This is an optimization exercise on Yosys and OpenROAD, whose aim is small area and a short achievable clock period, not a production implementation.
Only simulation tests tie the RTL to the original design; equivalence was not proved.
Power is estimated from default activity; no workload was simulated.

$ cat design.v
module mul16lo(input [15:0] a, input [15:0] b, output [15:0] p);
wire neg0 = b[1];
wire one0, two0;
m_benc0 u_enc0(b[1], b[0], one0, two0);
wire xa0_0; m_xo2 u_xa0_0(a[0], neg0, xa0_0);
wire pp0_0; m_bao22 u_pp0_0(xa0_0, one0, neg0, two0, pp0_0);
wire xa0_1; m_xo2 u_xa0_1(a[1], neg0, xa0_1);
wire pp0_1; m_bao22 u_pp0_1(xa0_1, one0, xa0_0, two0, pp0_1);
wire xa0_2; m_xo2 u_xa0_2(a[2], neg0, xa0_2);
wire pp0_2; m_bao22 u_pp0_2(xa0_2, one0, xa0_1, two0, pp0_2);
wire xa0_3; m_xo2 u_xa0_3(a[3], neg0, xa0_3);
wire pp0_3; m_bao22 u_pp0_3(xa0_3, one0, xa0_2, two0, pp0_3);
wire xa0_4; m_xo2 u_xa0_4(a[4], neg0, xa0_4);
wire pp0_4; m_bao22 u_pp0_4(xa0_4, one0, xa0_3, two0, pp0_4);
wire xa0_5; m_xo2 u_xa0_5(a[5], neg0, xa0_5);
wire pp0_5; m_bao22 u_pp0_5(xa0_5, one0, xa0_4, two0, pp0_5);
wire xa0_6; m_xo2 u_xa0_6(a[6], neg0, xa0_6);
wire pp0_6; m_bao22 u_pp0_6(xa0_6, one0, xa0_5, two0, pp0_6);
wire xa0_7; m_xo2 u_xa0_7(a[7], neg0, xa0_7);
wire pp0_7; m_bao22 u_pp0_7(xa0_7, one0, xa0_6, two0, pp0_7);
wire xa0_8; m_xo2 u_xa0_8(a[8], neg0, xa0_8);
wire pp0_8; m_bao22 u_pp0_8(xa0_8, one0, xa0_7, two0, pp0_8);
wire xa0_9; m_xo2 u_xa0_9(a[9], neg0, xa0_9);
wire pp0_9; m_bao22 u_pp0_9(xa0_9, one0, xa0_8, two0, pp0_9);
wire xa0_10; m_xo2 u_xa0_10(a[10], neg0, xa0_10);
wire pp0_10; m_bao22 u_pp0_10(xa0_10, one0, xa0_9, two0, pp0_10);
wire xa0_11; m_xo2 u_xa0_11(a[11], neg0, xa0_11);
wire pp0_11; m_bao22 u_pp0_11(xa0_11, one0, xa0_10, two0, pp0_11);
wire xa0_12; m_xo2 u_xa0_12(a[12], neg0, xa0_12);
wire pp0_12; m_bao22 u_pp0_12(xa0_12, one0, xa0_11, two0, pp0_12);
wire xa0_13; m_xo2 u_xa0_13(a[13], neg0, xa0_13);
wire pp0_13; m_bao22 u_pp0_13(xa0_13, one0, xa0_12, two0, pp0_13);
wire xa0_14; m_xo2 u_xa0_14(a[14], neg0, xa0_14);
wire pp0_14; m_bao22 u_pp0_14(xa0_14, one0, xa0_13, two0, pp0_14);
wire xa0_15; m_xo2 u_xa0_15(a[15], neg0, xa0_15);
wire pp0_15; m_bao22 u_pp0_15(xa0_15, one0, xa0_14, two0, pp0_15);
wire neg1 = b[3];
wire one1, two1, z1;
m_benc u_enc1(b[3], b[2], b[1], one1, two1, z1);
wire xa1_0; m_xo2 u_xa1_0(a[0], neg1, xa1_0);
wire pp1_0; m_a221o u_pp1_0(xa1_0, one1, neg1, two1, z1, pp1_0);
wire xa1_1; m_xo2 u_xa1_1(a[1], neg1, xa1_1);
wire pp1_1; m_a221o u_pp1_1(xa1_1, one1, xa1_0, two1, z1, pp1_1);
wire xa1_2; m_xo2 u_xa1_2(a[2], neg1, xa1_2);
wire pp1_2; m_a221o u_pp1_2(xa1_2, one1, xa1_1, two1, z1, pp1_2);
wire xa1_3; m_xo2 u_xa1_3(a[3], neg1, xa1_3);
wire pp1_3; m_a221o u_pp1_3(xa1_3, one1, xa1_2, two1, z1, pp1_3);
wire xa1_4; m_xo2 u_xa1_4(a[4], neg1, xa1_4);
wire pp1_4; m_a221o u_pp1_4(xa1_4, one1, xa1_3, two1, z1, pp1_4);
wire xa1_5; m_xo2 u_xa1_5(a[5], neg1, xa1_5);
wire pp1_5; m_a221o u_pp1_5(xa1_5, one1, xa1_4, two1, z1, pp1_5);
wire xa1_6; m_xo2 u_xa1_6(a[6], neg1, xa1_6);
wire pp1_6; m_a221o u_pp1_6(xa1_6, one1, xa1_5, two1, z1, pp1_6);
wire xa1_7; m_xo2 u_xa1_7(a[7], neg1, xa1_7);
wire pp1_7; m_a221o u_pp1_7(xa1_7, one1, xa1_6, two1, z1, pp1_7);
wire xa1_8; m_xo2 u_xa1_8(a[8], neg1, xa1_8);
wire pp1_8; m_a221o u_pp1_8(xa1_8, one1, xa1_7, two1, z1, pp1_8);
wire xa1_9; m_xo2 u_xa1_9(a[9], neg1, xa1_9);
wire pp1_9; m_a221o u_pp1_9(xa1_9, one1, xa1_8, two1, z1, pp1_9);
wire xa1_10; m_xo2 u_xa1_10(a[10], neg1, xa1_10);
wire pp1_10; m_a221o u_pp1_10(xa1_10, one1, xa1_9, two1, z1, pp1_10);
wire xa1_11; m_xo2 u_xa1_11(a[11], neg1, xa1_11);
wire pp1_11; m_a221o u_pp1_11(xa1_11, one1, xa1_10, two1, z1, pp1_11);
wire xa1_12; m_xo2 u_xa1_12(a[12], neg1, xa1_12);
wire pp1_12; m_a221o u_pp1_12(xa1_12, one1, xa1_11, two1, z1, pp1_12);
wire xa1_13; m_xo2 u_xa1_13(a[13], neg1, xa1_13);
wire pp1_13; m_a221o u_pp1_13(xa1_13, one1, xa1_12, two1, z1, pp1_13);
wire neg2 = b[5];
wire one2, two2, z2;
m_benc u_enc2(b[5], b[4], b[3], one2, two2, z2);
wire xa2_0; m_xo2 u_xa2_0(a[0], neg2, xa2_0);
wire pp2_0; m_a221o u_pp2_0(xa2_0, one2, neg2, two2, z2, pp2_0);
wire xa2_1; m_xo2 u_xa2_1(a[1], neg2, xa2_1);
wire pp2_1; m_a221o u_pp2_1(xa2_1, one2, xa2_0, two2, z2, pp2_1);
wire xa2_2; m_xo2 u_xa2_2(a[2], neg2, xa2_2);
wire pp2_2; m_a221o u_pp2_2(xa2_2, one2, xa2_1, two2, z2, pp2_2);
wire xa2_3; m_xo2 u_xa2_3(a[3], neg2, xa2_3);
wire pp2_3; m_a221o u_pp2_3(xa2_3, one2, xa2_2, two2, z2, pp2_3);
wire xa2_4; m_xo2 u_xa2_4(a[4], neg2, xa2_4);
wire pp2_4; m_a221o u_pp2_4(xa2_4, one2, xa2_3, two2, z2, pp2_4);
wire xa2_5; m_xo2 u_xa2_5(a[5], neg2, xa2_5);
wire pp2_5; m_a221o u_pp2_5(xa2_5, one2, xa2_4, two2, z2, pp2_5);
wire xa2_6; m_xo2 u_xa2_6(a[6], neg2, xa2_6);
wire pp2_6; m_a221o u_pp2_6(xa2_6, one2, xa2_5, two2, z2, pp2_6);
wire xa2_7; m_xo2 u_xa2_7(a[7], neg2, xa2_7);
wire pp2_7; m_a221o u_pp2_7(xa2_7, one2, xa2_6, two2, z2, pp2_7);
wire xa2_8; m_xo2 u_xa2_8(a[8], neg2, xa2_8);
wire pp2_8; m_a221o u_pp2_8(xa2_8, one2, xa2_7, two2, z2, pp2_8);
wire xa2_9; m_xo2 u_xa2_9(a[9], neg2, xa2_9);
wire pp2_9; m_a221o u_pp2_9(xa2_9, one2, xa2_8, two2, z2, pp2_9);
wire xa2_10; m_xo2 u_xa2_10(a[10], neg2, xa2_10);
wire pp2_10; m_a221o u_pp2_10(xa2_10, one2, xa2_9, two2, z2, pp2_10);
wire xa2_11; m_xo2 u_xa2_11(a[11], neg2, xa2_11);
wire pp2_11; m_a221o u_pp2_11(xa2_11, one2, xa2_10, two2, z2, pp2_11);
wire neg3 = b[7];
wire one3, two3, z3;
m_benc u_enc3(b[7], b[6], b[5], one3, two3, z3);
wire xa3_0; m_xo2 u_xa3_0(a[0], neg3, xa3_0);
wire pp3_0; m_a221o u_pp3_0(xa3_0, one3, neg3, two3, z3, pp3_0);
wire xa3_1; m_xo2 u_xa3_1(a[1], neg3, xa3_1);
wire pp3_1; m_a221o u_pp3_1(xa3_1, one3, xa3_0, two3, z3, pp3_1);
wire xa3_2; m_xo2 u_xa3_2(a[2], neg3, xa3_2);
wire pp3_2; m_a221o u_pp3_2(xa3_2, one3, xa3_1, two3, z3, pp3_2);
wire xa3_3; m_xo2 u_xa3_3(a[3], neg3, xa3_3);
wire pp3_3; m_a221o u_pp3_3(xa3_3, one3, xa3_2, two3, z3, pp3_3);
wire xa3_4; m_xo2 u_xa3_4(a[4], neg3, xa3_4);
wire pp3_4; m_a221o u_pp3_4(xa3_4, one3, xa3_3, two3, z3, pp3_4);
wire xa3_5; m_xo2 u_xa3_5(a[5], neg3, xa3_5);
wire pp3_5; m_a221o u_pp3_5(xa3_5, one3, xa3_4, two3, z3, pp3_5);
wire xa3_6; m_xo2 u_xa3_6(a[6], neg3, xa3_6);
wire pp3_6; m_a221o u_pp3_6(xa3_6, one3, xa3_5, two3, z3, pp3_6);
wire xa3_7; m_xo2 u_xa3_7(a[7], neg3, xa3_7);
wire pp3_7; m_a221o u_pp3_7(xa3_7, one3, xa3_6, two3, z3, pp3_7);
wire xa3_8; m_xo2 u_xa3_8(a[8], neg3, xa3_8);
wire pp3_8; m_a221o u_pp3_8(xa3_8, one3, xa3_7, two3, z3, pp3_8);
wire xa3_9; m_xo2 u_xa3_9(a[9], neg3, xa3_9);
wire pp3_9; m_a221o u_pp3_9(xa3_9, one3, xa3_8, two3, z3, pp3_9);
wire neg4 = b[9];
wire one4, two4, z4;
m_benc u_enc4(b[9], b[8], b[7], one4, two4, z4);
wire xa4_0; m_xo2 u_xa4_0(a[0], neg4, xa4_0);
wire pp4_0; m_a221o u_pp4_0(xa4_0, one4, neg4, two4, z4, pp4_0);
wire xa4_1; m_xo2 u_xa4_1(a[1], neg4, xa4_1);
wire pp4_1; m_a221o u_pp4_1(xa4_1, one4, xa4_0, two4, z4, pp4_1);
wire xa4_2; m_xo2 u_xa4_2(a[2], neg4, xa4_2);
wire pp4_2; m_a221o u_pp4_2(xa4_2, one4, xa4_1, two4, z4, pp4_2);
wire xa4_3; m_xo2 u_xa4_3(a[3], neg4, xa4_3);
wire pp4_3; m_a221o u_pp4_3(xa4_3, one4, xa4_2, two4, z4, pp4_3);
wire xa4_4; m_xo2 u_xa4_4(a[4], neg4, xa4_4);
wire pp4_4; m_a221o u_pp4_4(xa4_4, one4, xa4_3, two4, z4, pp4_4);
wire xa4_5; m_xo2 u_xa4_5(a[5], neg4, xa4_5);
wire pp4_5; m_a221o u_pp4_5(xa4_5, one4, xa4_4, two4, z4, pp4_5);
wire xa4_6; m_xo2 u_xa4_6(a[6], neg4, xa4_6);
wire pp4_6; m_a221o u_pp4_6(xa4_6, one4, xa4_5, two4, z4, pp4_6);
wire xa4_7; m_xo2 u_xa4_7(a[7], neg4, xa4_7);
wire pp4_7; m_a221o u_pp4_7(xa4_7, one4, xa4_6, two4, z4, pp4_7);
wire neg5 = b[11];
wire one5, two5, z5;
m_benc u_enc5(b[11], b[10], b[9], one5, two5, z5);
wire xa5_0; m_xo2 u_xa5_0(a[0], neg5, xa5_0);
wire pp5_0; m_a221o u_pp5_0(xa5_0, one5, neg5, two5, z5, pp5_0);
wire xa5_1; m_xo2 u_xa5_1(a[1], neg5, xa5_1);
wire pp5_1; m_a221o u_pp5_1(xa5_1, one5, xa5_0, two5, z5, pp5_1);
wire xa5_2; m_xo2 u_xa5_2(a[2], neg5, xa5_2);
wire pp5_2; m_a221o u_pp5_2(xa5_2, one5, xa5_1, two5, z5, pp5_2);
wire xa5_3; m_xo2 u_xa5_3(a[3], neg5, xa5_3);
wire pp5_3; m_a221o u_pp5_3(xa5_3, one5, xa5_2, two5, z5, pp5_3);
wire xa5_4; m_xo2 u_xa5_4(a[4], neg5, xa5_4);
wire pp5_4; m_a221o u_pp5_4(xa5_4, one5, xa5_3, two5, z5, pp5_4);
wire xa5_5; m_xo2 u_xa5_5(a[5], neg5, xa5_5);
wire pp5_5; m_a221o u_pp5_5(xa5_5, one5, xa5_4, two5, z5, pp5_5);
wire neg6 = b[13];
wire one6, two6, z6;
m_benc u_enc6(b[13], b[12], b[11], one6, two6, z6);
wire xa6_0; m_xo2 u_xa6_0(a[0], neg6, xa6_0);
wire pp6_0; m_a221o u_pp6_0(xa6_0, one6, neg6, two6, z6, pp6_0);
wire xa6_1; m_xo2 u_xa6_1(a[1], neg6, xa6_1);
wire pp6_1; m_a221o u_pp6_1(xa6_1, one6, xa6_0, two6, z6, pp6_1);
wire xa6_2; m_xo2 u_xa6_2(a[2], neg6, xa6_2);
wire pp6_2; m_a221o u_pp6_2(xa6_2, one6, xa6_1, two6, z6, pp6_2);
wire xa6_3; m_xo2 u_xa6_3(a[3], neg6, xa6_3);
wire pp6_3; m_a221o u_pp6_3(xa6_3, one6, xa6_2, two6, z6, pp6_3);
wire neg7 = b[15];
wire one7, two7, z7;
m_benc u_enc7(b[15], b[14], b[13], one7, two7, z7);
wire xa7_0; m_xo2 u_xa7_0(a[0], neg7, xa7_0);
wire pp7_0; m_a221o u_pp7_0(xa7_0, one7, neg7, two7, z7, pp7_0);
wire xa7_1; m_xo2 u_xa7_1(a[1], neg7, xa7_1);
wire pp7_1; m_a221o u_pp7_1(xa7_1, one7, xa7_0, two7, z7, pp7_1);
wire s1; m_xo2 u_s1(pp0_10, pp1_8, s1);
wire c2; m_an2 u_c2(pp0_10, pp1_8, c2);
wire s3; m_xo2 u_s3(pp0_11, pp1_9, s3);
wire c4; m_an2 u_c4(pp0_11, pp1_9, c4);
wire s6; m_xo3 u_s6(pp0_12, pp1_10, pp2_8, s6);
wire c7; m_mj3 u_c7(pp0_12, pp1_10, pp2_8, c7);
wire s8; m_xo2 u_s8(pp3_6, pp4_4, s8);
wire c9; m_an2 u_c9(pp3_6, pp4_4, c9);
wire s11; m_xo3 u_s11(pp0_13, pp1_11, pp2_9, s11);
wire c12; m_mj3 u_c12(pp0_13, pp1_11, pp2_9, c12);
wire s13; m_xo2 u_s13(pp3_7, pp4_5, s13);
wire c14; m_an2 u_c14(pp3_7, pp4_5, c14);
wire s16; m_xo3 u_s16(pp0_14, pp1_12, pp2_10, s16);
wire c17; m_mj3 u_c17(pp0_14, pp1_12, pp2_10, c17);
wire s19; m_xo3 u_s19(pp3_8, pp4_6, pp5_4, s19);
wire c20; m_mj3 u_c20(pp3_8, pp4_6, pp5_4, c20);
wire s21; m_xo2 u_s21(pp6_2, pp7_0, s21);
wire c22; m_an2 u_c22(pp6_2, pp7_0, c22);
wire s24; m_xo3 u_s24(pp0_15, pp1_13, pp2_11, s24);
wire s27; m_xo3 u_s27(pp3_9, pp4_7, pp5_5, s27);
wire s29; m_xo2 u_s29(pp6_3, pp7_1, s29);
wire s31; m_xo2 u_s31(pp0_6, pp1_4, s31);
wire c32; m_an2 u_c32(pp0_6, pp1_4, c32);
wire s33; m_xo2 u_s33(pp0_7, pp1_5, s33);
wire c34; m_an2 u_c34(pp0_7, pp1_5, c34);
wire s36; m_xo3 u_s36(pp0_8, pp1_6, pp2_4, s36);
wire c37; m_mj3 u_c37(pp0_8, pp1_6, pp2_4, c37);
wire s38; m_xo2 u_s38(pp3_2, pp4_0, s38);
wire c39; m_an2 u_c39(pp3_2, pp4_0, c39);
wire s41; m_xo3 u_s41(pp0_9, pp1_7, pp2_5, s41);
wire c42; m_mj3 u_c42(pp0_9, pp1_7, pp2_5, c42);
wire s43; m_xo2 u_s43(pp3_3, pp4_1, s43);
wire c44; m_an2 u_c44(pp3_3, pp4_1, c44);
wire s46; m_xo3 u_s46(pp2_6, pp3_4, pp4_2, s46);
wire c47; m_mj3 u_c47(pp2_6, pp3_4, pp4_2, c47);
wire s49; m_xo3 u_s49(pp5_0, neg5, s1, s49);
wire c50; m_mj3 u_c50(pp5_0, neg5, s1, c50);
wire s52; m_xo3 u_s52(pp2_7, pp3_5, pp4_3, s52);
wire c53; m_mj3 u_c53(pp2_7, pp3_5, pp4_3, c53);
wire s55; m_xo3 u_s55(pp5_1, s3, c2, s55);
wire c56; m_mj3 u_c56(pp5_1, s3, c2, c56);
wire s58; m_xo3 u_s58(pp5_2, pp6_0, neg6, s58);
wire c59; m_mj3 u_c59(pp5_2, pp6_0, neg6, c59);
wire s61; m_xo3 u_s61(s6, s8, c4, s61);
wire c62; m_mj3 u_c62(s6, s8, c4, c62);
wire s64; m_xo3 u_s64(pp5_3, pp6_1, s11, s64);
wire c65; m_mj3 u_c65(pp5_3, pp6_1, s11, c65);
wire s67; m_xo3 u_s67(s13, c7, c9, s67);
wire c68; m_mj3 u_c68(s13, c7, c9, c68);
wire s70; m_xo3 u_s70(neg7, s16, s19, s70);
wire c71; m_mj3 u_c71(neg7, s16, s19, c71);
wire s73; m_xo3 u_s73(s21, c12, c14, s73);
wire c74; m_mj3 u_c74(s21, c12, c14, c74);
wire s76; m_xo3 u_s76(s24, s27, s29, s76);
wire s79; m_xo3 u_s79(c17, c20, c22, s79);
wire s81; m_xo2 u_s81(pp0_4, pp1_2, s81);
wire c82; m_an2 u_c82(pp0_4, pp1_2, c82);
wire s83; m_xo2 u_s83(pp0_5, pp1_3, s83);
wire c84; m_an2 u_c84(pp0_5, pp1_3, c84);
wire s86; m_xo3 u_s86(pp2_2, pp3_0, neg3, s86);
wire c87; m_mj3 u_c87(pp2_2, pp3_0, neg3, c87);
wire s89; m_xo3 u_s89(pp2_3, pp3_1, s33, s89);
wire c90; m_mj3 u_c90(pp2_3, pp3_1, s33, c90);
wire s92; m_xo3 u_s92(neg4, s36, s38, s92);
wire c93; m_mj3 u_c93(neg4, s36, s38, c93);
wire s95; m_xo3 u_s95(s41, s43, c37, s95);
wire c96; m_mj3 u_c96(s41, s43, c37, c96);
wire s98; m_xo3 u_s98(s46, s49, c42, s98);
wire c99; m_mj3 u_c99(s46, s49, c42, c99);
wire s101; m_xo3 u_s101(s52, s55, c47, s101);
wire c102; m_mj3 u_c102(s52, s55, c47, c102);
wire s104; m_xo3 u_s104(s58, s61, c53, s104);
wire c105; m_mj3 u_c105(s58, s61, c53, c105);
wire s107; m_xo3 u_s107(s64, s67, c59, s107);
wire c108; m_mj3 u_c108(s64, s67, c59, c108);
wire s110; m_xo3 u_s110(s70, s73, c65, s110);
wire c111; m_mj3 u_c111(s70, s73, c65, c111);
wire s113; m_xo3 u_s113(s76, s79, c71, s113);
wire s115; m_xo2 u_s115(pp0_2, pp1_0, s115);
wire c116; m_an2 u_c116(pp0_2, pp1_0, c116);
wire s117; m_xo2 u_s117(pp0_3, pp1_1, s117);
wire c118; m_an2 u_c118(pp0_3, pp1_1, c118);
wire s120; m_xo3 u_s120(pp2_0, neg2, s81, s120);
wire c121; m_mj3 u_c121(pp2_0, neg2, s81, c121);
wire s123; m_xo3 u_s123(pp2_1, s83, c82, s123);
wire c124; m_mj3 u_c124(pp2_1, s83, c82, c124);
wire s126; m_xo3 u_s126(s31, s86, c84, s126);
wire c127; m_mj3 u_c127(s31, s86, c84, c127);
wire s129; m_xo3 u_s129(c32, s89, c87, s129);
wire c130; m_mj3 u_c130(c32, s89, c87, c130);
wire s132; m_xo3 u_s132(c34, s92, c90, s132);
wire c133; m_mj3 u_c133(c34, s92, c90, c133);
wire s135; m_xo3 u_s135(c39, s95, c93, s135);
wire c136; m_mj3 u_c136(c39, s95, c93, c136);
wire s138; m_xo3 u_s138(c44, s98, c96, s138);
wire c139; m_mj3 u_c139(c44, s98, c96, c139);
wire s141; m_xo3 u_s141(c50, s101, c99, s141);
wire c142; m_mj3 u_c142(c50, s101, c99, c142);
wire s144; m_xo3 u_s144(c56, s104, c102, s144);
wire c145; m_mj3 u_c145(c56, s104, c102, c145);
wire s147; m_xo3 u_s147(c62, s107, c105, s147);
wire c148; m_mj3 u_c148(c62, s107, c105, c148);
wire s150; m_xo3 u_s150(c68, s110, c108, s150);
wire c151; m_mj3 u_c151(c68, s110, c108, c151);
wire s153; m_xo3 u_s153(c74, s113, c111, s153);
wire [15:0] r0 = {s153, s150, s147, s144, s141, s138, s135, s132, s129, s126, s123, s120, s117, neg1, pp0_1, pp0_0};
wire [15:0] r1 = {c151, c148, c145, c142, c139, c136, c133, c130, c127, c124, c121, c118, c116, s115, 1'b0, neg0};
wire g155, p156; m_nand2 u_g155(pp0_0, neg0, g155); m_xo2 u_p156(pp0_0, neg0, p156);
wire g157, p158; m_nand2 u_g157(neg1, s115, g157); m_xo2 u_p158(neg1, s115, p158);
wire g159, p160; m_nand2 u_g159(s117, c116, g159); m_xo2 u_p160(s117, c116, p160);
wire g161, p162; m_nand2 u_g161(s120, c118, g161); m_xo2 u_p162(s120, c118, p162);
wire g163, p164; m_nand2 u_g163(s123, c121, g163); m_xo2 u_p164(s123, c121, p164);
wire g165, p166; m_nand2 u_g165(s126, c124, g165); m_xo2 u_p166(s126, c124, p166);
wire g167, p168; m_nand2 u_g167(s129, c127, g167); m_xo2 u_p168(s129, c127, p168);
wire g169, p170; m_nand2 u_g169(s132, c130, g169); m_xo2 u_p170(s132, c130, p170);
wire g171, p172; m_nand2 u_g171(s135, c133, g171); m_xo2 u_p172(s135, c133, p172);
wire g173, p174; m_nand2 u_g173(s138, c136, g173); m_xo2 u_p174(s138, c136, p174);
wire g175, p176; m_nand2 u_g175(s141, c139, g175); m_xo2 u_p176(s141, c139, p176);
wire g177, p178; m_nand2 u_g177(s144, c142, g177); m_xo2 u_p178(s144, c142, p178);
wire g179, p180; m_nand2 u_g179(s147, c145, g179); m_xo2 u_p180(s147, c145, p180);
wire g181, p182; m_nand2 u_g181(s150, c148, g181); m_xo2 u_p182(s150, c148, p182);
wire g183, p184; m_nand2 u_g183(s153, c151, g183); m_xo2 u_p184(s153, c151, p184);
wire i185; m_inv u_i185(g155, i185);
wire n186; m_nand2 u_n186(pp0_1, i185, n186);
wire q187; m_nand2 u_q187(pp0_1, p156, q187);
wire i188; m_inv u_i188(p160, i188);
wire n189; m_o21ai u_n189(i188, g157, g159, n189);
wire q190; m_nand2 u_q190(p160, p158, q190);
wire i191; m_inv u_i191(p164, i191);
wire n192; m_o21ai u_n192(i191, g161, g163, n192);
wire q193; m_nand2 u_q193(p164, p162, q193);
wire i194; m_inv u_i194(p168, i194);
wire n195; m_o21ai u_n195(i194, g165, g167, n195);
wire q196; m_nand2 u_q196(p168, p166, q196);
wire i197; m_inv u_i197(p172, i197);
wire n198; m_o21ai u_n198(i197, g169, g171, n198);
wire q199; m_nand2 u_q199(p172, p170, q199);
wire i200; m_inv u_i200(p176, i200);
wire n201; m_o21ai u_n201(i200, g173, g175, n201);
wire q202; m_nand2 u_q202(p176, p174, q202);
wire i203; m_inv u_i203(p180, i203);
wire n204; m_o21ai u_n204(i203, g177, g179, n204);
wire q205; m_nand2 u_q205(p180, p178, q205);
wire i206; m_inv u_i206(p184, i206);
wire n207; m_o21ai u_n207(i206, g181, g183, n207);
wire q208; m_nand2 u_q208(p184, p182, q208);
wire i209; m_inv u_i209(p158, i209);
wire n210; m_o21ai u_n210(i209, n186, g157, n210);
wire i211; m_inv u_i211(q187, i211);
wire q212; m_nand2 u_q212(p158, i211, q212);
wire i213; m_inv u_i213(q190, i213);
wire i214; m_inv u_i214(n186, i214);
wire n215; m_a21oi u_n215(i213, i214, n189, n215);
wire q216; m_nor2 u_q216(q190, q187, q216);
wire i217; m_inv u_i217(p166, i217);
wire i218; m_inv u_i218(n192, i218);
wire n219; m_o21ai u_n219(i217, i218, g165, n219);
wire i220; m_inv u_i220(q193, i220);
wire q221; m_nand2 u_q221(p166, i220, q221);
wire i222; m_inv u_i222(q196, i222);
wire n223; m_a21oi u_n223(i222, n192, n195, n223);
wire q224; m_nor2 u_q224(q196, q193, q224);
wire i225; m_inv u_i225(p174, i225);
wire i226; m_inv u_i226(n198, i226);
wire n227; m_o21ai u_n227(i225, i226, g173, n227);
wire i228; m_inv u_i228(q199, i228);
wire q229; m_nand2 u_q229(p174, i228, q229);
wire i230; m_inv u_i230(q202, i230);
wire n231; m_a21oi u_n231(i230, n198, n201, n231);
wire q232; m_nor2 u_q232(q202, q199, q232);
wire i233; m_inv u_i233(p182, i233);
wire i234; m_inv u_i234(n204, i234);
wire n235; m_o21ai u_n235(i233, i234, g181, n235);
wire i236; m_inv u_i236(q205, i236);
wire q237; m_nand2 u_q237(p182, i236, q237);
wire i238; m_inv u_i238(q208, i238);
wire n239; m_a21oi u_n239(i238, n204, n207, n239);
wire q240; m_nor2 u_q240(q208, q205, q240);
wire i241; m_inv u_i241(p162, i241);
wire n242; m_o21ai u_n242(i241, n215, g161, n242);
wire q243; m_nand2 u_q243(p162, q216, q243);
wire i244; m_inv u_i244(q193, i244);
wire i245; m_inv u_i245(n215, i245);
wire n246; m_a21oi u_n246(i244, i245, n192, n246);
wire i247; m_inv u_i247(q216, i247);
wire q248; m_nor2 u_q248(q193, i247, q248);
wire i249; m_inv u_i249(q221, i249);
wire i250; m_inv u_i250(n215, i250);
wire n251; m_a21oi u_n251(i249, i250, n219, n251);
wire i252; m_inv u_i252(q216, i252);
wire q253; m_nor2 u_q253(q221, i252, q253);
wire i254; m_inv u_i254(q224, i254);
wire n255; m_o21ai u_n255(i254, n215, n223, n255);
wire q256; m_nand2 u_q256(q224, q216, q256);
wire i257; m_inv u_i257(p178, i257);
wire n258; m_o21ai u_n258(i257, n231, g177, n258);
wire q259; m_nand2 u_q259(p178, q232, q259);
wire i260; m_inv u_i260(q205, i260);
wire i261; m_inv u_i261(n231, i261);
wire n262; m_a21oi u_n262(i260, i261, n204, n262);
wire i263; m_inv u_i263(q232, i263);
wire q264; m_nor2 u_q264(q205, i263, q264);
wire i265; m_inv u_i265(q237, i265);
wire i266; m_inv u_i266(n231, i266);
wire n267; m_a21oi u_n267(i265, i266, n235, n267);
wire i268; m_inv u_i268(q232, i268);
wire q269; m_nor2 u_q269(q237, i268, q269);
wire i270; m_inv u_i270(q240, i270);
wire n271; m_o21ai u_n271(i270, n231, n239, n271);
wire q272; m_nand2 u_q272(q240, q232, q272);
wire i273; m_inv u_i273(p170, i273);
wire i274; m_inv u_i274(n255, i274);
wire n275; m_o21ai u_n275(i273, i274, g169, n275);
wire i276; m_inv u_i276(q256, i276);
wire q277; m_nand2 u_q277(p170, i276, q277);
wire i278; m_inv u_i278(q199, i278);
wire n279; m_a21oi u_n279(i278, n255, n198, n279);
wire q280; m_nor2 u_q280(q199, q256, q280);
wire i281; m_inv u_i281(q229, i281);
wire n282; m_a21oi u_n282(i281, n255, n227, n282);
wire q283; m_nor2 u_q283(q229, q256, q283);
wire i284; m_inv u_i284(q232, i284);
wire i285; m_inv u_i285(n255, i285);
wire n286; m_o21ai u_n286(i284, i285, n231, n286);
wire i287; m_inv u_i287(q256, i287);
wire q288; m_nand2 u_q288(q232, i287, q288);
wire i289; m_inv u_i289(q259, i289);
wire n290; m_a21oi u_n290(i289, n255, n258, n290);
wire q291; m_nor2 u_q291(q259, q256, q291);
wire i292; m_inv u_i292(q264, i292);
wire i293; m_inv u_i293(n255, i293);
wire n294; m_o21ai u_n294(i292, i293, n262, n294);
wire i295; m_inv u_i295(q256, i295);
wire q296; m_nand2 u_q296(q264, i295, q296);
wire i297; m_inv u_i297(q269, i297);
wire i298; m_inv u_i298(n255, i298);
wire n299; m_o21ai u_n299(i297, i298, n267, n299);
wire i300; m_inv u_i300(q256, i300);
wire q301; m_nand2 u_q301(q269, i300, q301);
wire i302; m_inv u_i302(q272, i302);
wire n303; m_a21oi u_n303(i302, n255, n271, n303);
wire q304; m_nor2 u_q304(q272, q256, q304);
wire o305; m_xn2 u_o305(pp0_1, g155, o305);
wire o306; m_xn2 u_o306(p158, n186, o306);
wire o307; m_xo2 u_o307(p160, n210, o307);
wire o308; m_xn2 u_o308(p162, n215, o308);
wire o309; m_xo2 u_o309(p164, n242, o309);
wire o310; m_xn2 u_o310(p166, n246, o310);
wire o311; m_xn2 u_o311(p168, n251, o311);
wire o312; m_xo2 u_o312(p170, n255, o312);
wire o313; m_xo2 u_o313(p172, n275, o313);
wire o314; m_xn2 u_o314(p174, n279, o314);
wire o315; m_xn2 u_o315(p176, n282, o315);
wire o316; m_xo2 u_o316(p178, n286, o316);
wire o317; m_xn2 u_o317(p180, n290, o317);
wire o318; m_xo2 u_o318(p182, n294, o318);
wire o319; m_xo2 u_o319(p184, n299, o319);
assign p = {o319, o318, o317, o316, o315, o314, o313, o312, o311, o310, o309, o308, o307, o306, o305, p156};
endmodule
module m_add16(input [15:0] a, input [15:0] b, output [15:0] s);
assign s = a + b;
endmodule
module m_benc0(input b2, input b1, output one, output two);
assign one = b1;
assign two = b2 & ~b1;
endmodule
module m_bao22(input a, input sa, input b, input sb, output y);
assign y = (a & sa) | (b & sb);
endmodule
module m_benc(input b2, input b1, input b0, output one, output two, output z);
assign one = b1 ^ b0;
assign two = (b2 & ~b1 & ~b0) | (~b2 & b1 & b0);
assign z = b2 & b1 & b0;
endmodule
module m_bsel(input one, input two, input neg, input aj, input ajm, output p);
assign p = ((one & aj) | (two & ajm)) ^ neg;
endmodule
module m_bsel0(input one, input neg, input aj, output p);
assign p = (one & aj) ^ neg;
endmodule
module m_xo2(input a, input b, output y);
assign y = a ^ b;
endmodule
module m_xo3(input a, input b, input c, output y);
assign y = a ^ b ^ c;
endmodule
module m_mj3(input a, input b, input c, output y);
assign y = (a & b) | (a & c) | (b & c);
endmodule
module m_a221o(input a1, input a2, input b1, input b2, input c, output y);
assign y = (a1 & a2) | (b1 & b2) | c;
endmodule
module m_inv(input a, output y);
assign y = ~a;
endmodule
module m_nand2(input a, input b, output y);
assign y = ~(a & b);
endmodule
module m_nor2(input a, input b, output y);
assign y = ~(a | b);
endmodule
module m_xn2(input a, input b, output y);
assign y = ~(a ^ b);
endmodule
module m_a21oi(input a1, input a2, input b, output y);
assign y = ~((a1 & a2) | b);
endmodule
module m_o21ai(input a1, input a2, input b, output y);
assign y = ~((a1 | a2) & b);
endmodule
module m_an2(input a, input b, output y);
assign y = a & b;
endmodule
module opsel(
    input  [15:0]  prod,
    input  [15:0]  yo,
    input  [15:0]  my,
    input  [15:0]  rd,
    input  [15:0]  hold,
    input  [223:0] rf,
    input          s_prod,
    input          s_yo,
    input          s_my,
    input          s_rd,
    input  [13:0]  s_rf,
    input          s_ff,
    input          go,
    input          hd,
    output [15:0]  q
    );
genvar j;
generate for (j = 0; j < 16; j = j + 1) begin : g_bit
    wire [4:0] o;
    m_sel4 u_a(yo[j], s_yo, my[j], s_my, rd[j], s_rd, rf[j], s_rf[0], o[0]);
    m_sel4 u_b(rf[16+j], s_rf[1], rf[32+j], s_rf[2], rf[48+j], s_rf[3], rf[64+j], s_rf[4], o[1]);
    m_sel4 u_c(rf[80+j], s_rf[5], rf[96+j], s_rf[6], rf[112+j], s_rf[7], rf[128+j], s_rf[8], o[2]);
    m_sel4 u_d(rf[144+j], s_rf[9], rf[160+j], s_rf[10], rf[176+j], s_rf[11], rf[192+j], s_rf[12], o[3]);
    m_ao21 u_e(rf[208+j], s_rf[13], s_ff, o[4]);
    wire e, w;
    m_or5 u_o(o, e);
    m_ao22 u_w(e, go, hold[j], hd, w);
    m_ao21 u_q(prod[j], s_prod, w, q[j]);
end endgenerate
endmodule
module ldsel #(parameter W = 16) (
    input  [W-1:0] d,
    input  [W-1:0] hold,
    input          go,
    input          hd,
    output [W-1:0] q
    );
genvar j;
generate for (j = 0; j < W; j = j + 1) begin : g_bit
    m_ao22 u_q(d[j], go, hold[j], hd, q[j]);
end endgenerate
endmodule
module ysel(
    input  [15:0] prod,
    input  [15:0] yo,
    input  [15:0] hold,
    input         s_prod,
    input         s_yo,
    input         s_hold,
    output [15:0] q
    );
genvar j;
generate for (j = 0; j < 16; j = j + 1) begin : g_bit
    wire e;
    m_ao22 u_e(yo[j], s_yo, hold[j], s_hold, e);
    m_ao21 u_q(prod[j], s_prod, e, q[j]);
end endgenerate
endmodule
module m_sel4(input a, input sa, input b, input sb, input c, input sc, input d, input sd, output y);
assign y = (a & sa) | (b & sb) | (c & sc) | (d & sd);
endmodule
module m_or5(input [4:0] a, output y);
assign y = |a;
endmodule
module m_ao21(input a, input sa, input b, output y);
assign y = (a & sa) | b;
endmodule
module m_ao22(input a, input sa, input b, input sb, output y);
assign y = (a & sa) | (b & sb);
endmodule
module ldsel3(
    input  [15:0] a,
    input  [15:0] b,
    input  [15:0] hold,
    input         ga,
    input         gb,
    input         hd,
    output [15:0] q
    );
genvar j;
generate for (j = 0; j < 16; j = j + 1) begin : g_bit
    m_ao222 u_q(a[j], ga, b[j], gb, hold[j], hd, q[j]);
end endgenerate
endmodule
module m_ao222(input a, input sa, input b, input sb, input c, input sc, output y);
assign y = (a & sa) | (b & sb) | (c & sc);
endmodule
module gohd(input mr, input rst, input keep, input en, output go, output hd);
assign go = ~rst & keep & en & mr;
assign hd = ~rst & keep & ~(en & mr);
endmodule
module rfen(input mr, input rst, input sel, output we);
assign we = rst | (sel & mr);
endmodule
`timescale 1ns / 1ps
module risc_core(
    input clk,
    input rst,
    output [15:0] imem_addr,
    input  [15:0] imem_data,
    output [15:0] dmem_addr,
    output [15:0] dmem_wdata,
    output dmem_we,
    output dmem_re,
    output io_we,
    input  [15:0] dmem_rdata,
    input  mem_ready
    );
reg [15:0] pc;
reg [15:0] ir;
reg [7:0]  d_imm;
reg [3:0]  d_wr, d_rr1, d_rr2;
reg        cd_alusrc, cd_memwe, cd_load, cd_rfwe, cd_forget;
reg [3:0]  cd_aluop;
reg [7:0]  e_imm;
reg [15:0] e_op1, e_op2;
reg [3:0]  e_wr;
reg        ce_alusrc, ce_memwe, ce_load, ce_rfwe;
reg [3:0]  ce_aluop;
reg [15:0] m_op2, m_y;
reg [3:0]  m_wr;
reg        cm_memwe, cm_load, cm_rfwe;
reg [1:0]  bank;
reg [1:0]  bp;
reg        hz;
reg [15:0] rf [1:14];
wire mr = mem_ready;
wire [3:0] op = ir[15:12];
wire op_i    = op[3] & ~(op[2] & op[1] & op[0]) & ~(op[2] & op[1] & ~op[0]) & ~(~op[2] & op[1] & op[0]);  
wire op_j    = op[3] & op[2] & op[1];                   
wire op_beq  = (op == 4'd13);
wire b_taken = bp[0] ^ bp[1];
wire pc_src  = op_j | (op_beq & b_taken);               
wire       n_alusrc = (op == 4'd8) | (op == 4'd9) | (op == 4'd10) | (op == 4'd12);
wire [3:0] n_aluop  = (~op[3] | op == 4'd11) ? op :
                      (op == 4'd12) ? 4'b1100 :
                      (op == 4'd13) ? 4'b1111 : 4'b0000;
wire       n_memwe  = (op == 4'd9);
wire       n_load   = (op == 4'd10);
wire       n_rfwe   = ~op[3] | (op == 4'd8) | (op == 4'd10) | (op == 4'd11) | (op == 4'd12);
wire       n_forget = (op == 4'd3) | (op == 4'd8) | (op == 4'd10);
wire bank_en = (cd_aluop == 4'b0011) & op[3] & ~(op[2] & op[1]);
wire [1:0] bank_q = bank + {1'b0, bank_en};
wire l = ce_load & ((d_rr1 == e_wr) | ((d_rr2 == e_wr) & ~cd_forget));
wire stall_ld = hz | ~l;            
wire sd = (m_op2 != 16'h0a18);      
wire [15:0] e_simm = {{8{e_imm[7]}}, e_imm};
wire [15:0] alu_b  = ce_alusrc ? e_simm : e_op2;
wire        alu_sub = (ce_aluop == 4'b0001) | (ce_aluop == 4'b0100);
wire [15:0] addend  = alu_sub ? ~e_op2 : alu_b;
wire [15:0] sum     = e_op1 + addend + {15'b0, alu_sub};
wire [15:0] diff    = sum;
wire [15:0] prod;
mul16lo mul(.a(e_op1), .b(e_op2), .p(prod));
wire slt = (e_op1[15] ^ e_op2[15]) ? e_op1[15] : diff[15];
wire is_mul = (ce_aluop == 4'b0010);
reg  [15:0] yo;                     
always @(*)
case (ce_aluop)
    4'b0000: yo = sum;
    4'b0001: yo = diff;
    4'b0011: yo = {e_op1[15], e_op1[15:1]};
    4'b0100: yo = {15'b0, slt};
    4'b0101: yo = e_op1 ^ e_op2;
    4'b0110: yo = e_op1 | e_op2;
    4'b0111: yo = e_op1 & e_op2;
    4'b1100: yo = {e_imm, 8'b0};
    4'b1111: yo = e_op1 ^ e_op2;
    default: yo = 16'b0;
endcase
wire alu_z = (ce_aluop == 4'b1111) & (e_op1 == e_op2);
wire nz    = |ce_aluop;
wire flush_nt = b_taken & ~alu_z & nz;
wire flush_t  = (~b_taken & alu_z) | flush_nt;
reg [1:0] bp_n;
always @(*)
case (bp)
    2'b00: bp_n = alu_z ? 2'b11 : 2'b00;
    2'b11: bp_n = alu_z ? 2'b01 : (nz ? 2'b00 : 2'b11);
    2'b01: bp_n = alu_z ? 2'b10 : (nz ? 2'b11 : 2'b01);
    default: bp_n = alu_z ? 2'b10 : (nz ? 2'b01 : 2'b10);
endcase
wire [15:0] off = op_j ? {{4{ir[11]}}, ir[11:0]} : {{8{ir[7]}}, ir[7:0]};
wire [8:0]  imm_m2 = {e_imm[7], e_imm} - 9'd2;
wire [15:0] k_dec = pc_src ? off : 16'd1;
wire [15:0] k_exe = b_taken ? ~e_simm : {{7{imm_m2[8]}}, imm_m2};
wire [15:0] pc_a = pc + k_dec;
wire [15:0] pc_b = pc + k_exe;
wire fe1 = (d_rr1 == e_wr) & ce_rfwe;
wire fm1 = ~fe1 & (d_rr1 == m_wr) & cm_rfwe;
wire fr1 = ~fe1 & ~fm1;
wire fe2 = (d_rr2 == e_wr) & ~cd_forget & ce_rfwe;
wire fm2 = ~fe2 & (d_rr2 == m_wr) & ~cd_forget & cm_rfwe;
wire fr2 = ~fe2 & ~fm2;
wire [15:0] oh1 = 16'b1 << d_rr1;
wire [15:0] oh2 = 16'b1 << d_rr2;
wire [223:0] rf_flat;
genvar gf;
generate for (gf = 1; gf < 15; gf = gf + 1) begin : g_flat
    assign rf_flat[16*(gf-1) +: 16] = rf[gf];
end endgenerate
wire e_go, e_hd, e_gp1, e_gp2;
gohd g_e (.mr(mr), .rst(rst), .keep(~flush_t), .en(mr), .go(e_go), .hd(e_hd));
gohd g_p1(.mr(mr), .rst(rst), .keep(~flush_t & fe1 & is_mul), .en(mr), .go(e_gp1), .hd());
gohd g_p2(.mr(mr), .rst(rst), .keep(~flush_t & fe2 & is_mul), .en(mr), .go(e_gp2), .hd());
wire [15:0] fwd1, fwd2;
opsel sel1(.prod(prod), .yo(yo), .my(m_y), .rd(dmem_rdata), .hold(e_op1), .rf(rf_flat),
           .s_prod(e_gp1), .s_yo(fe1 & ~is_mul),
           .s_my(fm1 & ~cm_load), .s_rd(fm1 & cm_load),
           .s_rf({14{fr1}} & oh1[14:1]), .s_ff(fr1 & oh1[15]), .go(e_go), .hd(e_hd), .q(fwd1));
opsel sel2(.prod(prod), .yo(yo), .my(m_y), .rd(dmem_rdata), .hold(e_op2), .rf(rf_flat),
           .s_prod(e_gp2), .s_yo(fe2 & ~is_mul),
           .s_my(fm2 & ~cm_load), .s_rd(fm2 & cm_load),
           .s_rf({14{fr2}} & oh2[14:1]), .s_ff(fr2 & oh2[15]), .go(e_go), .hd(e_hd), .q(fwd2));
wire [11:0] e_d;
ldsel #(12) ex(.d({d_imm, d_wr}), .hold({e_imm, e_wr}), .go(e_go), .hd(e_hd), .q(e_d));
wire m_go, m_hd, m_gp, m_gy;
gohd g_m (.mr(mr), .rst(rst), .keep(~rst), .en(sd), .go(m_go), .hd(m_hd));
gohd g_mp(.mr(mr), .rst(rst), .keep(is_mul), .en(sd), .go(m_gp), .hd());
gohd g_my(.mr(mr), .rst(rst), .keep(~is_mul), .en(sd), .go(m_gy), .hd());
wire [15:0] y_d;
ysel ys(.prod(prod), .yo(yo), .hold(m_y), .s_prod(m_gp), .s_yo(m_gy), .s_hold(m_hd), .q(y_d));
wire [19:0] m_d;
ldsel #(20) ms(.d({e_op2, e_wr}), .hold({m_op2, m_wr}), .go(m_go), .hd(m_hd), .q(m_d));
wire pc_ga, pc_gb, pc_hd;
gohd g_pa(.mr(mr), .rst(rst), .keep(~flush_t), .en(stall_ld & sd), .go(pc_ga), .hd());
gohd g_pb(.mr(mr), .rst(rst), .keep(flush_t), .en(stall_ld & sd), .go(pc_gb), .hd());
gohd g_ph(.mr(mr), .rst(rst), .keep(~rst), .en(stall_ld & sd), .go(), .hd(pc_hd));
wire [15:0] pc_d;
ldsel3 pcs(.a(pc_a), .b(pc_b), .hold(pc), .ga(pc_ga), .gb(pc_gb), .hd(pc_hd), .q(pc_d));
wire ir_go, ir_hd, d_go, d_hd;
gohd g_ir(.mr(mr), .rst(rst), .keep(~flush_t & ~pc_src), .en(stall_ld), .go(ir_go), .hd(ir_hd));
gohd g_d (.mr(mr), .rst(rst), .keep(~flush_t), .en(stall_ld), .go(d_go), .hd(d_hd));
wire [15:0] ir_d;
ldsel #(16) irs(.d(imem_data), .hold(ir), .go(ir_go), .hd(ir_hd), .q(ir_d));
wire [19:0] d_d;
ldsel #(20) ds(.d({ir[7:0],
                   op_i ? {2'b0, ir[9:8]} : ir[3:0],
                   op_i ? {bank_q, ir[11:10]} : ir[11:8],
                   op_i ? {bank_q, ir[9:8]} : ir[7:4]}),
               .hold({d_imm, d_wr, d_rr1, d_rr2}), .go(d_go), .hd(d_hd), .q(d_d));
always @(posedge clk) begin
    pc <= pc_d;
    ir <= ir_d;
    {d_imm, d_wr, d_rr1, d_rr2} <= d_d;
    {e_imm, e_wr} <= e_d;
    e_op1 <= fwd1;
    e_op2 <= fwd2;
    m_y <= y_d;
    {m_op2, m_wr} <= m_d;
    if (rst | flush_t) begin
        cd_alusrc <= 1'b0; cd_aluop <= 4'b0; cd_memwe <= 1'b0;
        cd_load <= 1'b0; cd_rfwe <= 1'b0; cd_forget <= 1'b0;
    end else if (stall_ld) begin
        cd_alusrc <= n_alusrc; cd_aluop <= n_aluop; cd_memwe <= n_memwe;
        cd_load <= n_load; cd_rfwe <= n_rfwe; cd_forget <= n_forget;
    end
    if (rst | flush_t | ~stall_ld) begin
        ce_alusrc <= 1'b0; ce_aluop <= 4'b0; ce_memwe <= 1'b0;
        ce_load <= 1'b0; ce_rfwe <= 1'b0;
    end else begin
        ce_alusrc <= cd_alusrc; ce_aluop <= cd_aluop; ce_memwe <= cd_memwe;
        ce_load <= cd_load; ce_rfwe <= cd_rfwe;
    end
    if (rst) begin
        cm_memwe <= 1'b0; cm_load <= 1'b0; cm_rfwe <= 1'b0;
    end else begin
        cm_memwe <= ce_memwe; cm_load <= ce_load; cm_rfwe <= ce_rfwe;
    end
    if (rst) bank <= 2'b0;
    else bank <= bank_q;
    if (rst) bp <= 2'b0;
    else bp <= bp_n;
    if (rst) hz <= 1'b0;
    else hz <= ~hz & l;
end
wire wd_l, wd_y;
gohd g_wl(.mr(cm_load), .rst(rst), .keep(cm_load), .en(cm_load), .go(wd_l), .hd());
gohd g_wy(.mr(~cm_load), .rst(rst), .keep(~cm_load), .en(~cm_load), .go(wd_y), .hd());
wire [15:0] rf_wd;
ldsel #(16) wds(.d(dmem_rdata), .hold(m_y), .go(wd_l), .hd(wd_y), .q(rf_wd));
genvar gi;
generate for (gi = 1; gi < 15; gi = gi + 1) begin : g_rf
    wire we;
    rfen u_we(.mr(mr), .rst(rst), .sel(cm_rfwe & (m_wr == gi)), .we(we));
    always @(posedge clk)
        if (we) rf[gi] <= rf_wd;
end endgenerate
assign imem_addr  = pc;
assign dmem_addr  = m_y;
assign dmem_wdata = m_op2;
assign dmem_we    = cm_memwe & ~(&m_y[15:13]);
assign io_we      = cm_memwe & (&m_y[15:13]);
assign dmem_re    = cm_load;
endmodule
$ cat flow/run.sh
#!/bin/bash
# The standard layout (the standard.sh: ORFS synthesis, floorplan, place,
# CTS, route, finish) with two changes to how the layout is made:
#  - timing repair aims for a setup slack margin beyond the design's 12 ns
#    period, so that the layout is repaired towards a shorter achieved period;
#  - the port buffers are buf_2 cells instead of ORFS's default pick.
# Constraints and the clock are unchanged.
set -euo pipefail
MARGIN=${MARGIN:-8}
bash standard.sh SETUP_SLACK_MARGIN=$MARGIN \
    "BUFFER_PORTS_ARGS=-buffer_cell sky130_fd_sc_hd__buf_2" finish \
    > flow_standard.log 2>&1 || { tail -50 flow_standard.log; exit 1; }
tail -5 flow_standard.log
$ cat standard.sh
#!/bin/bash
# synth_recipe.tcl (not shown) runs the flow's synth.tcl, then flattens the netlist and writes it again
# the make line also repeats each setting of config.mk as NAME=value (left out here)
make -C /OpenROAD-flow-scripts/flow DESIGN_CONFIG=/design/flow/config.mk WORK_HOME=/design/flow/orfs CLKGATE_MAP_FILE= SYNTH_SCRIPT=/design/flow/synth_recipe.tcl "${@:-finish}"
$ cat config.mk
export PLATFORM = sky130hd
export DESIGN_NAME = risc_core
export DESIGN_NICKNAME = risc_core
export VERILOG_FILES = /design/flow/design.v
export SDC_FILE = /design/flow/constraint.sdc
export NUM_CORES = 4
export LEC_CHECK = 0
export CAP_MARGIN = 20
export CORE_MARGIN = 2
export CORE_UTILIZATION = 40
export CTS_BUF_LIST = sky130_fd_sc_hd__clkbuf_8
export CTS_CLUSTER_DIAMETER = 50
export CTS_CLUSTER_SIZE = 16
export SLEW_MARGIN = 20
export SYNTH_HIERARCHICAL = 1
$ cat constraint.sdc
create_clock -name core_clock -period 12.0 [get_ports {clk}]
set_input_delay 2.4000 -clock core_clock [delete_from_list [all_inputs] [get_ports {clk}]]
set_output_delay 2.4000 -clock core_clock [all_outputs]
set_load 0.01 [all_outputs]
==> results of run 1 <==
-- what timing repair did --
action                     CTS  global route
cloned                       2             0
gates resized for setup     90            96
pin swaps                   53            87
setup buffers               43            35
setup endpoints to repair   50            43
hold buffers                 0             0
-- worst max-delay path, cell delays in order (launching register included) --
cell      delay, ns
dfxtp_4        0.38
buf_12         0.14
nand3b_1       0.12
o21ai_4        0.07
buf_6          0.13
buf_6          0.11
a221o_1        0.35
xor3_1         0.46
xor3_1         0.26
buf_4          0.15
maj3_2         0.31
xor3_2         0.46
xor2_4         0.22
nand2_2        0.10
inv_1          0.05
a21oi_2        0.15
o21ai_2        0.09
xor2_2         0.22
a21o_1         0.21
-- cell usage in the layout (no fill, tap or decap), types with 34 or more instances in the layout --
cell / n
dfxtp_1: 122
a21oi_1: 56
maj3_2: 36
nor3_1: 46
and2_1: 35
a21o_1: 111
inv_1: 128
a221o_1: 58
xor3_1: 34
xor2_1: 113
a22oi_1: 257
nand2_1: 246
a22o_1: 148
clkbuf_8: 45
buf_4: 96
buf_2: 85
nor2_1: 103
xnor2_1: 45
edfxtp_1: 224
ha_1: 80
-- layer usage --
metal	vias up	wire, µm
met5	-	13
met4	2	2940
met3	168	5130
met2	850	38300
met1	10300	34800
li1	9473	-
-- flip-flops by register name, summed over array words and instances, names as in the netlist, 8 cells and up --
name,count
e_imm,8
d_imm,8
rf,224
m_y,16
ir,16
m_op2,16
e_op1,16
pc,16
e_op2,16
-- area by class of cell --
class | count | area, µm²
Timing Repair Buffer | 195 | 1340
Clock inverter | 38 | 445
Clock buffer | 45 | 619
Tap cell | 782 | 978
Multi-Input combinational cell | 1808 | 14500
Inverter | 131 | 494
Fill cell | 5563 | 31900
Antenna cell | 1 | 2.50
Sequential cell | 381 | 9940
-- how the worst min path moves through the flow --
stage / from / slack, ns / endpoint
2_1_floorplan: ce_memwe$_SDFF_PP0_ / 0.41 / cm_memwe$_SDFF_PP0_
3_3_place_gp: ce_memwe$_SDFF_PP0_ / 0.42 / cm_memwe$_SDFF_PP0_
3_5_place_dp: ce_memwe$_SDFF_PP0_ / 0.43 / cm_memwe$_SDFF_PP0_
4_1_cts: ce_memwe$_SDFF_PP0_ / 0.45 / cm_memwe$_SDFF_PP0_
5_1_grt: ce_memwe$_SDFF_PP0_ / 0.46 / cm_memwe$_SDFF_PP0_
6_report: ce_memwe$_SDFF_PP0_ / 0.44 / cm_memwe$_SDFF_PP0_
-- power breakdown --
part	total [mW]	switching [mW]	internal, mW
Clock	1.08	0.580	0.499
Sequential	1.48	0.0503	1.43
Combinational	0.311	0.196	0.116
Total	2.87	0.826	2.04
-- metrics by stage --
stage	cell area, µm²	cells	setup slack (ns)
2_1_floorplan	24500	2368	8.01
3_3_place_gp	25800	3217	7.47
3_5_place_dp	25800	3217	7.41
4_1_cts	27700	3345	7.92
5_1_grt	28300	3381	7.84
6_report	28300	3381	7.94
==> impl_metrics.env, run 1 <==
export IMPL_required_ns=12.56
export IMPL_coreArea_mm2=0.0602
export IMPL_critPathKind="flip-flop to flip-flop"
export IMPL_synth_area_mm2=0.0244
export IMPL_cp_arrival_ns=4.62
export IMPL_cts_tree="done"
export IMPL_cp_end_kind="flip-flop"
export IMPL_grt_setup_unrepaired="true"
export IMPL_final_util=0.470
export IMPL_wl_per_cell_um=24.0
export IMPL_ant_nets=0
export IMPL_synthCells=2368
export IMPL_total_power_mw=2.87
export IMPL_start_kind="flip-flop"
export IMPL_slew_headroom=0.252
export IMPL_ff2ff_setup_slack_ns=7.94
export IMPL_whs_ns=0.444
export IMPL_cts_max_path_buffers=3
export IMPL_drc=0
export IMPL_dp_hpwl_um=56300
export IMPL_critical_path_startpoint="e_op2[3]$_DFF_P_"
export IMPL_timing_rr_start="e_op2[3]$_DFF_P_"
export IMPL_row_count=90
export IMPL_grt_util_met1=0.329
export IMPL_irDropWorstVdd_v=0.0000998
export IMPL_numCtsBuffers=45
export IMPL_initial_core_util=0.404
export IMPL_fmax_ghz=0.246
export IMPL_syn_nets=2489
export IMPL_hp_class="flip-flop to flip-flop"
export IMPL_period_share=0.338
export IMPL_pin_count=86
export IMPL_clock_skew_ns=0.0747
export IMPL_cp_max_fo=6
export IMPL_syn_avg_cell_area_um2=10.3
export IMPL_r2r_end="e_op2[15]$_DFF_P_"
export IMPL_antenna_found_initial=2
export IMPL_tns_ns=0
export IMPL_worst_slew_pin_slew_ns=1.12
export IMPL_clock_sinks=381
export IMPL_vias_per_cell=6.14
export IMPL_overflow=0
export IMPL_detailroute_via_count=20700
export IMPL_maxSlewViolCount=0
export IMPL_routed_wirelength_um=81200
export IMPL_clock_latency_ns=0.69
export IMPL_die_height_um=251
export IMPL_status="timing/DRC/antenna clean"
export IMPL_setup_viol_count_final=0
export IMPL_reg2reg_depth=18
export IMPL_maxCapViolations=0
export IMPL_cts_root_buffer="clkbuf_8"
export IMPL_power_leakage_nw=12.9
export IMPL_die_area_mm2=0.0629
export IMPL_place_port_buffers=85
export IMPL_firstDrtPassIters=7
export IMPL_drtIter0Drc=1915
export IMPL_grt_pass1_wl_um=121000
export IMPL_critPathCapture="e_op2[15]$_DFF_P_"
export IMPL_fp_dieW_um=251
export IMPL_whs_path_depth=1
export IMPL_met3_usage=0.0333
export IMPL_syn2layout_area_growth_pct=16.3
export IMPL_clk_pin_slew_ns=0.09
export IMPL_gp_congestion=0.924
export IMPL_grt_busiest_layer="met2"
export IMPL_min_period_ns=4.06
export IMPL_yosys_warnings=8
export IMPL_use_met2=0.420
export IMPL_drive_above_1_share=0.214
export IMPL_grt_usage=0.250
export IMPL_grt_pass1_vias=19900
export IMPL_cts_htree_levels=2
export IMPL_p_per_area_mw_per_mm2=101
export IMPL_timing_final_hold_violations=0
export IMPL_grt_max_degree=37
export IMPL_nets=2683
==> run 2: changes to the inputs <==
--- a/design.v
+++ b/design.v
@@ -500,7 +500,7 @@
 genvar j;
 generate for (j = 0; j < 16; j = j + 1) begin : g_bit
     wire [4:0] o;
-    m_sel4 u_a(yo[j], s_yo, my[j], s_my, rd[j], s_rd, rf[j], s_rf[0], o[0]);
+    m_ao222 u_a(my[j], s_my, rd[j], s_rd, rf[j], s_rf[0], o[0]);
     m_sel4 u_b(rf[16+j], s_rf[1], rf[32+j], s_rf[2], rf[48+j], s_rf[3], rf[64+j], s_rf[4], o[1]);
     m_sel4 u_c(rf[80+j], s_rf[5], rf[96+j], s_rf[6], rf[112+j], s_rf[7], rf[128+j], s_rf[8], o[2]);
     m_sel4 u_d(rf[144+j], s_rf[9], rf[160+j], s_rf[10], rf[176+j], s_rf[11], rf[192+j], s_rf[12], o[3]);
@@ -508,7 +508,9 @@
     wire e, w;
     m_or5 u_o(o, e);
     m_ao22 u_w(e, go, hold[j], hd, w);
-    m_ao21 u_q(prod[j], s_prod, w, q[j]);
+    wire v;
+    m_ao21 u_v(yo[j], s_yo, w, v);
+    m_ao21 u_q(prod[j], s_prod, v, q[j]);
 end endgenerate
 endmodule
 module ldsel #(parameter W = 16) (
@@ -595,11 +597,13 @@
 reg [3:0]  d_wr, d_rr1, d_rr2;
 reg        cd_alusrc, cd_memwe, cd_load, cd_rfwe, cd_forget;
 reg [3:0]  cd_aluop;
+reg        cd_sub, cd_mul;     
 reg [7:0]  e_imm;
 reg [15:0] e_op1, e_op2;
 reg [3:0]  e_wr;
 reg        ce_alusrc, ce_memwe, ce_load, ce_rfwe;
 reg [3:0]  ce_aluop;
+reg        ce_sub, ce_mul;
 reg [15:0] m_op2, m_y;
 reg [3:0]  m_wr;
 reg        cm_memwe, cm_load, cm_rfwe;
@@ -629,14 +633,14 @@
 wire sd = (m_op2 != 16'h0a18);      
 wire [15:0] e_simm = {{8{e_imm[7]}}, e_imm};
 wire [15:0] alu_b  = ce_alusrc ? e_simm : e_op2;
-wire        alu_sub = (ce_aluop == 4'b0001) | (ce_aluop == 4'b0100);
+wire        alu_sub = ce_sub;
 wire [15:0] addend  = alu_sub ? ~e_op2 : alu_b;
 wire [15:0] sum     = e_op1 + addend + {15'b0, alu_sub};
 wire [15:0] diff    = sum;
 wire [15:0] prod;
 mul16lo mul(.a(e_op1), .b(e_op2), .p(prod));
 wire slt = (e_op1[15] ^ e_op2[15]) ? e_op1[15] : diff[15];
-wire is_mul = (ce_aluop == 4'b0010);
+wire is_mul = ce_mul;
 reg  [15:0] yo;                     
 always @(*)
 case (ce_aluop)
@@ -685,14 +689,17 @@
 wire e_go, e_hd, e_gp1, e_gp2;
 gohd g_e (.mr(mr), .rst(rst), .keep(~flush_t), .en(mr), .go(e_go), .hd(e_hd));
 gohd g_p1(.mr(mr), .rst(rst), .keep(~flush_t & fe1 & is_mul), .en(mr), .go(e_gp1), .hd());
+wire e_gy1, e_gy2;
+gohd g_y1(.mr(mr), .rst(rst), .keep(~flush_t & fe1 & ~is_mul), .en(mr), .go(e_gy1), .hd());
 gohd g_p2(.mr(mr), .rst(rst), .keep(~flush_t & fe2 & is_mul), .en(mr), .go(e_gp2), .hd());
+gohd g_y2(.mr(mr), .rst(rst), .keep(~flush_t & fe2 & ~is_mul), .en(mr), .go(e_gy2), .hd());
 wire [15:0] fwd1, fwd2;
 opsel sel1(.prod(prod), .yo(yo), .my(m_y), .rd(dmem_rdata), .hold(e_op1), .rf(rf_flat),
-           .s_prod(e_gp1), .s_yo(fe1 & ~is_mul),
+           .s_prod(e_gp1), .s_yo(e_gy1),
            .s_my(fm1 & ~cm_load), .s_rd(fm1 & cm_load),
            .s_rf({14{fr1}} & oh1[14:1]), .s_ff(fr1 & oh1[15]), .go(e_go), .hd(e_hd), .q(fwd1));
 opsel sel2(.prod(prod), .yo(yo), .my(m_y), .rd(dmem_rdata), .hold(e_op2), .rf(rf_flat),
-           .s_prod(e_gp2), .s_yo(fe2 & ~is_mul),
+           .s_prod(e_gp2), .s_yo(e_gy2),
            .s_my(fm2 & ~cm_load), .s_rd(fm2 & cm_load),
            .s_rf({14{fr2}} & oh2[14:1]), .s_ff(fr2 & oh2[15]), .go(e_go), .hd(e_hd), .q(fwd2));
 wire [11:0] e_d;
@@ -733,16 +740,21 @@
     {m_op2, m_wr} <= m_d;
     if (rst | flush_t) begin
         cd_alusrc <= 1'b0; cd_aluop <= 4'b0; cd_memwe <= 1'b0;
+        cd_sub <= 1'b0; cd_mul <= 1'b0;
         cd_load <= 1'b0; cd_rfwe <= 1'b0; cd_forget <= 1'b0;
     end else if (stall_ld) begin
         cd_alusrc <= n_alusrc; cd_aluop <= n_aluop; cd_memwe <= n_memwe;
+        cd_sub <= (n_aluop == 4'b0001) | (n_aluop == 4'b0100);
+        cd_mul <= (n_aluop == 4'b0010);
         cd_load <= n_load; cd_rfwe <= n_rfwe; cd_forget <= n_forget;
     end
     if (rst | flush_t | ~stall_ld) begin
         ce_alusrc <= 1'b0; ce_aluop <= 4'b0; ce_memwe <= 1'b0;
+        ce_sub <= 1'b0; ce_mul <= 1'b0;
         ce_load <= 1'b0; ce_rfwe <= 1'b0;
     end else begin
         ce_alusrc <= cd_alusrc; ce_aluop <= cd_aluop; ce_memwe <= cd_memwe;
+        ce_sub <= cd_sub; ce_mul <= cd_mul;
         ce_load <= cd_load; ce_rfwe <= cd_rfwe;
     end
     if (rst) begin
==> impl_metrics.env, run 2 <==
export IMPL_status="timing/DRC/antenna clean"
export IMPL_reg2reg_depth=17
export IMPL_critPathKind="flip-flop to flip-flop"
export IMPL_slew_headroom=0.199
export IMPL_grt_setup_unrepaired="true"
export IMPL_timing_final_hold_violations=0
export IMPL_cts_root_buffer="clkbuf_8"
export IMPL_synthCells=2404
export IMPL_tns_ns=0
export IMPL_met3_usage=0.0464
export IMPL_pin_count=86
export IMPL_coreArea_mm2=0.0614
export IMPL_syn_avg_cell_area_um2=10.3
export IMPL_nets=2688
export IMPL_setup_viol_count_final=0
export IMPL_die_area_mm2=0.0637
export IMPL_final_common_cell="nand2_1"
export IMPL_critical_path_startpoint="e_op2[5]$_DFF_P_"
export IMPL_power_leakage_nw=13.2
export IMPL_drive_above_1_share=0.177
export IMPL_cp_end_kind="flip-flop"
export IMPL_critPathCapture="m_y[15]$_DFF_P_"
export IMPL_fillCellCount=5640
export IMPL_antenna_cells=0
export IMPL_gp_congestion=0.926
export IMPL_row_count=91
export IMPL_final_cell_mix="nand2_1, edfxtp_1, a22oi_1, inv_1, a22o_1"
export IMPL_antenna_found_initial=0
export IMPL_cts_htree_levels=2
export IMPL_syn2layout_area_growth_pct=14.0
export IMPL_period_share=0.329
export IMPL_fp_dieW_um=252
export IMPL_overflow=0
export IMPL_detailroute_via_count=21200
export IMPL_firstDrtPassIters=7
export IMPL_ant_nets=0
export IMPL_grt_max_degree=45
export IMPL_yosys_warnings=8
export IMPL_start_kind="flip-flop"
export IMPL_clk_pin_slew_ns=0.10
export IMPL_clock_latency_ns=0.66
export IMPL_wl_per_cell_um=25.4
export IMPL_maxCapViolations=0
export IMPL_grt_busiest_layer="met2"
export IMPL_timing_rr_start="e_op2[5]$_DFF_P_"
export IMPL_numCtsBuffers=42
export IMPL_largest_register_ffs=224
export IMPL_synth_area_mm2=0.0247
export IMPL_clock_sinks=385
export IMPL_grt_util_met1=0.341
export IMPL_cp_max_fo=13
export IMPL_cts_tree="done"
export IMPL_whs_ns=0.471
export IMPL_maxSlewViolCount=0
export IMPL_p_per_area_mw_per_mm2=98.9
export IMPL_vias_per_cell=6.26
export IMPL_fmax_ghz=0.253
export IMPL_hp_class="flip-flop to flip-flop"
export IMPL_grt_pass1_wl_um=126000
export IMPL_place_port_buffers=85
export IMPL_ff2ff_setup_slack_ns=8.05
export IMPL_routed_wirelength_um=86200
export IMPL_irDropWorstVdd_v=0.0000936
export IMPL_min_period_ns=3.95
export IMPL_drc=0
export IMPL_initial_core_util=0.402
export IMPL_top_register="rf"
export IMPL_grt_pass1_vias=20200
export IMPL_grt_usage=0.262
export IMPL_syn_nets=2525
export IMPL_cts_max_path_buffers=3
export IMPL_dp_hpwl_um=58800
export IMPL_drtIter0Drc=2334
export IMPL_use_met2=0.430
export IMPL_die_height_um=252
export IMPL_cts_hold_buf=0
export IMPL_required_ns=12.52
export IMPL_cp_arrival_ns=4.48
export IMPL_clock_skew_ns=0.0520
export IMPL_r2r_end="m_y[15]$_DFF_P_"
export IMPL_worst_slew_pin_slew_ns=1.20
-- run 2: report_power, final --
| group | internal, mW | switching, mW | leakage (nW) |
|---|---|---|---|
| Sequential | 1.44 | 0.0528 | 3.64 |
| Combinational | 0.101 | 0.187 | 9.12 |
| Clock | 0.452 | 0.548 | 0.486 |
-- run 2: through the flow --
stage          instances   util  cell area (µm²)  setup slack (ns)  power [mW]
5_1_grt             3389  0.459            28100              7.93        2.87
6_report            3389  0.459            28100              8.05        2.78
4_1_cts             3360  0.451            27700              7.99        2.79
2_1_floorplan       2404      -            24800              8.01        1.68
3_5_place_dp        3257  0.427            26200              7.20        1.79
3_3_place_gp        3257  0.427            26200              7.25        1.79
-- run 2: how the worst min path moves through the flow --
stage	from	endpoint	slack, ns	cells after the start
floorplan	ce_memwe$_SDFF_PP0_	cm_memwe$_SDFF_PP0_	0.41	1
global placement	cd_memwe$_SDFFE_PP0N_	cd_memwe$_SDFFE_PP0N_	0.45	2
detailed placement	cd_sub$_SDFFE_PP0N_	cd_sub$_SDFFE_PP0N_	0.45	2
CTS	cd_sub$_SDFFE_PP0N_	cd_sub$_SDFFE_PP0N_	0.47	2
global route	cd_memwe$_SDFFE_PP0N_	cd_memwe$_SDFFE_PP0N_	0.50	2
finish	cd_sub$_SDFFE_PP0N_	cd_sub$_SDFFE_PP0N_	0.47	2
-- run 2: per-layer routing --
layer / share of wire / up-vias
li1: - / 9536
met1: 0.41 / 10400
met2: 0.46 / 1044
met3: 0.087 / 229
met4: 0.045 / 0
met5: 0 / -
-- run 2: final cells by class --
class | instances | area [µm²] | share of cell area
Sequential cell | 385 | 10000 | 0.356
Clock buffer | 43 | 592 | 0.0210
Timing Repair Buffer | 169 | 1160 | 0.0413
Multi-Input combinational cell | 1817 | 14400 | 0.513
Inverter | 152 | 573 | 0.0204
Tap cell | 790 | 988 | 0.0351
Clock inverter | 33 | 369 | 0.0131
-- run 2: critical path, cell delays in order (launching register included) --
cell and delay (ns):
dfxtp_4 0.41, buf_4 0.16, nand3b_1 0.14, o21ai_4 0.12
a221o_1 0.36, xor2_1 0.23, xor3_1 0.49, maj3_2 0.34
xor3_2 0.47, xor2_4 0.23, inv_1 0.08, o21ai_2 0.13
inv_1 0.07, o21ai_2 0.17, a21oi_2 0.05, o21ai_2 0.08
xor2_2 0.11, a21o_1 0.21
-- run 2: what timing repair did --
item	CTS	global route
setup endpoints to repair	46	53
resized for setup	64	51
gates cloned	0	1
buffers inserted	27	27
pin swaps	16	41

what the ideal ports hide:
In the flow no input, the clock included, has a driving cell. The finished layouts below were timed again as built, in two steps. Step 1 assumes that a clkbuf_16 drives the clock port and a buf_2 every other input. Step 2 adds t to the input delays and takes it off the output delays; t is the mean of the earliest and latest rising clock arrival at the registers after step 1. Input paths then give back, and output paths get back, about the clock's delay inside the block. Slacks: no drivers / after step 1 / after step 2; pairs: no drivers / after step 1.
run	shift t [ns]	setup WS [ns]	worst setup path after step 2
run 1	0.707	7.939 / 7.939 / 7.477	input to register
run 2	0.686	8.046 / 8.034 / 7.395	input to register
After both steps every run listed still meets setup and hold. For run 2, which loses most, drivers alone change the setup slack by -0.012 ns; drivers and shift together by -0.651 ns.
